This design comes from an exercise in tuning for small area and a short achievable clock period on the open sky130 flow, not from production work.
Only simulation tests tie the RTL to the original design; equivalence was not proved.

==> run a: inputs <==
// montgomery_kyber
module montgomery_kyber(clk, a, b, out);
input clk;
input [11:0] a, b;
output [11:0] out;
wire n0;
k_nand2 un0 (.a(a[0]), .b(b[0]), .y(n0));
wire n1;
k_nand2 un1 (.a(a[0]), .b(b[1]), .y(n1));
wire n2;
k_nand2 un2 (.a(a[0]), .b(b[2]), .y(n2));
wire n3;
k_nand2 un3 (.a(a[0]), .b(b[3]), .y(n3));
wire n4;
k_nand2 un4 (.a(a[0]), .b(b[4]), .y(n4));
wire n5;
k_nand2 un5 (.a(a[0]), .b(b[5]), .y(n5));
wire n6;
k_nand2 un6 (.a(a[0]), .b(b[6]), .y(n6));
wire n7;
k_nand2 un7 (.a(a[0]), .b(b[7]), .y(n7));
wire n8;
k_nand2 un8 (.a(a[0]), .b(b[8]), .y(n8));
wire n9;
k_nand2 un9 (.a(a[0]), .b(b[9]), .y(n9));
wire n10;
k_nand2 un10 (.a(a[0]), .b(b[10]), .y(n10));
wire n11;
k_nand2 un11 (.a(a[0]), .b(b[11]), .y(n11));
wire n12;
k_nand2 un12 (.a(a[1]), .b(b[0]), .y(n12));
wire n13;
k_nand2 un13 (.a(a[1]), .b(b[1]), .y(n13));
wire n14;
k_nand2 un14 (.a(a[1]), .b(b[2]), .y(n14));
wire n15;
k_nand2 un15 (.a(a[1]), .b(b[3]), .y(n15));
wire n16;
k_nand2 un16 (.a(a[1]), .b(b[4]), .y(n16));
wire n17;
k_nand2 un17 (.a(a[1]), .b(b[5]), .y(n17));
wire n18;
k_nand2 un18 (.a(a[1]), .b(b[6]), .y(n18));
wire n19;
k_nand2 un19 (.a(a[1]), .b(b[7]), .y(n19));
wire n20;
k_nand2 un20 (.a(a[1]), .b(b[8]), .y(n20));
wire n21;
k_nand2 un21 (.a(a[1]), .b(b[9]), .y(n21));
wire n22;
k_nand2 un22 (.a(a[1]), .b(b[10]), .y(n22));
wire n23;
k_nand2 un23 (.a(a[1]), .b(b[11]), .y(n23));
wire n24;
k_nand2 un24 (.a(a[2]), .b(b[0]), .y(n24));
wire n25;
k_nand2 un25 (.a(a[2]), .b(b[1]), .y(n25));
wire n26;
k_nand2 un26 (.a(a[2]), .b(b[2]), .y(n26));
wire n27;
k_nand2 un27 (.a(a[2]), .b(b[3]), .y(n27));
wire n28;
k_nand2 un28 (.a(a[2]), .b(b[4]), .y(n28));
wire n29;
k_nand2 un29 (.a(a[2]), .b(b[5]), .y(n29));
wire n30;
k_nand2 un30 (.a(a[2]), .b(b[6]), .y(n30));
wire n31;
k_nand2 un31 (.a(a[2]), .b(b[7]), .y(n31));
wire n32;
k_nand2 un32 (.a(a[2]), .b(b[8]), .y(n32));
wire n33;
k_nand2 un33 (.a(a[2]), .b(b[9]), .y(n33));
wire n34;
k_nand2 un34 (.a(a[2]), .b(b[10]), .y(n34));
wire n35;
k_nand2 un35 (.a(a[2]), .b(b[11]), .y(n35));
wire n36;
k_nand2 un36 (.a(a[3]), .b(b[0]), .y(n36));
wire n37;
k_nand2 un37 (.a(a[3]), .b(b[1]), .y(n37));
wire n38;
k_nand2 un38 (.a(a[3]), .b(b[2]), .y(n38));
wire n39;
k_nand2 un39 (.a(a[3]), .b(b[3]), .y(n39));
wire n40;
k_nand2 un40 (.a(a[3]), .b(b[4]), .y(n40));
wire n41;
  ...
clock: 12.0 ns
lec_check: 0
cap_margin: 20
core_margin: 2
core_utilization: 40
cts_buf_list: sky130_fd_sc_hd__clkbuf_4 sky130_fd_sc_hd__clkbuf_8
setup_slack_margin: 5
slew_margin: 20
synth_hierarchical: 1
synth_minimum_keep_size: 0
standard.sh (not shown) runs the stock make flow with config.mk's settings and CLKGATE_MAP_FILE= SYNTH_SCRIPT=/design/flow/synth_recipe.tcl, a recipe that flattens the netlist after the stock synthesis.
==> flow/flow/run.sh <==
#!/bin/bash
set -euo pipefail
MARGIN=${MARGIN:-5.5}
BUF=${BUF:-sky130_fd_sc_hd__buf_1}
RECOVER=${RECOVER:-0}
bash standard.sh "SETUP_SLACK_MARGIN=$MARGIN" \
  "BUFFER_PORTS_ARGS=-buffer_cell $BUF" "RECOVER_POWER=$RECOVER" finish > flow_make.log 2>&1
==> run b: changes against run a <==
==> flow/flow/run.sh (replaced) <==
#!/bin/bash
set -euo pipefail
MARGIN=${MARGIN:-5.9}
BUF=${BUF:-sky130_fd_sc_hd__buf_1}
HERE=$(cd "$(dirname "$0")" && pwd)
bash standard.sh "SETUP_SLACK_MARGIN=$MARGIN" \
  "BUFFER_PORTS_ARGS=-buffer_cell $BUF" \
  "PRE_FLOORPLAN_TCL=$HERE/downsize.tcl" finish > flow_make.log 2>&1
==> flow/flow/downsize.tcl (new file) <==
# Before floorplanning: set every combinational cell to its smallest drive
# strength (x1) so that repair_timing sizes up only the cells that need it.
# Flip-flops are left as synthesis made them.
set db [ord::get_db]
set n 0
foreach inst [[ord::get_db_block] getInsts] {
  set m [[$inst getMaster] getName]
  if {[regexp {^(sky130_fd_sc_hd__[a-z0-9]+)_([0-9]+)$} $m -> base sz] && $sz > 1 && ![string match "*__df*" $base] && ![string match "*__dl*" $base]} {
    set new [$db findMaster ${base}_1]
    if {$new ne "NULL"} {
      $inst swapMaster $new
      incr n
    }
  }
}
puts "downsize: $n cells set to x1"
==> summary.txt <==
- Against run a, the cell count of run b is higher by 1.7%.
- In flip-flop and latch count, run b and run a do not differ.
- Against run b, the cell area of run a is lower by 3.7%.
- Sequential share of layout area: run a is higher than run b (0.092 points).
- Between run b and run a, the lower first-iteration DRC count is in run b (gap about 14%, measured against run a).
==> figures <==
item                                                                             run a                   run b
Global-route wire length before repair                                        21900 um                21200 um
Maximum number of pins on one net before global-route repair                        15                      14
Amount of wire on met2 after detailed routing                                  6520 um                 6210 um
Worst Tran Pin Value                                                          0.669 ns                0.619 ns
Via total after detailed routing                                                  4311                    4373
Number of nets in the finished design                                              859                     878
Met3 Wirelength                                                                 506 um                  582 um
Fin crit period                                                                6.25 ns                 5.99 ns
Starting density of the core                                                     40.7%                   40.8%
Outcome                                               no timing/DRC/antenna violations  no timing/DRC/antenna violations
Die Area                                                                     15600 um2               15100 um2
CP Class                                                      flip-flop to output port  input pin to flip-flop
Vias in the first global route                                                    4655                    4511
Crit. path cell count                                                               16                      14
Met1 Use GR                                                                      22.5%                   23.9%

-- what the ideal ports hide --
The flow's constraints put no driver on any port. The routed layouts listed below were extracted and timed again, unchanged, in two steps. Step 1 (the two cells are an assumption about what drives the block):
set clk [get_ports {clk}]
set_driving_cell -lib_cell sky130_fd_sc_hd__clkbuf_16 $clk
set_driving_cell -lib_cell sky130_fd_sc_hd__buf_2 [delete_from_list [all_inputs] $clk]
Step 2 adds t to the input delays and takes it off the output delays; t is the mean of the earliest and latest rising clock arrival at the registers after step 1. Input paths then give back, and output paths get back, about the clock's delay inside the block. a / b / c = no drivers / after step 1 / after step 2; a / b = the first two.
| run | shift t [ns] | setup WS [ns] | hold WS [ns] | slew at the worst register clock pin (ns) | pins driven straight from the clock port |
|---|---|---|---|---|---|
| run a | 0.281 | 5.745 / 5.717 / 5.490 | 2.650 / 2.641 / 2.922 | 0.08 / 0.08 | 1 |
| run b | 0.277 | 6.008 / 6.011 / 5.734 | 2.635 / 2.633 / 2.910 | 0.07 / 0.07 | 1 |
After both steps every run listed still meets setup and hold. The setup slack of run b, which loses most, moves by +0.003 ns with the drivers and by -0.274 ns with both steps.
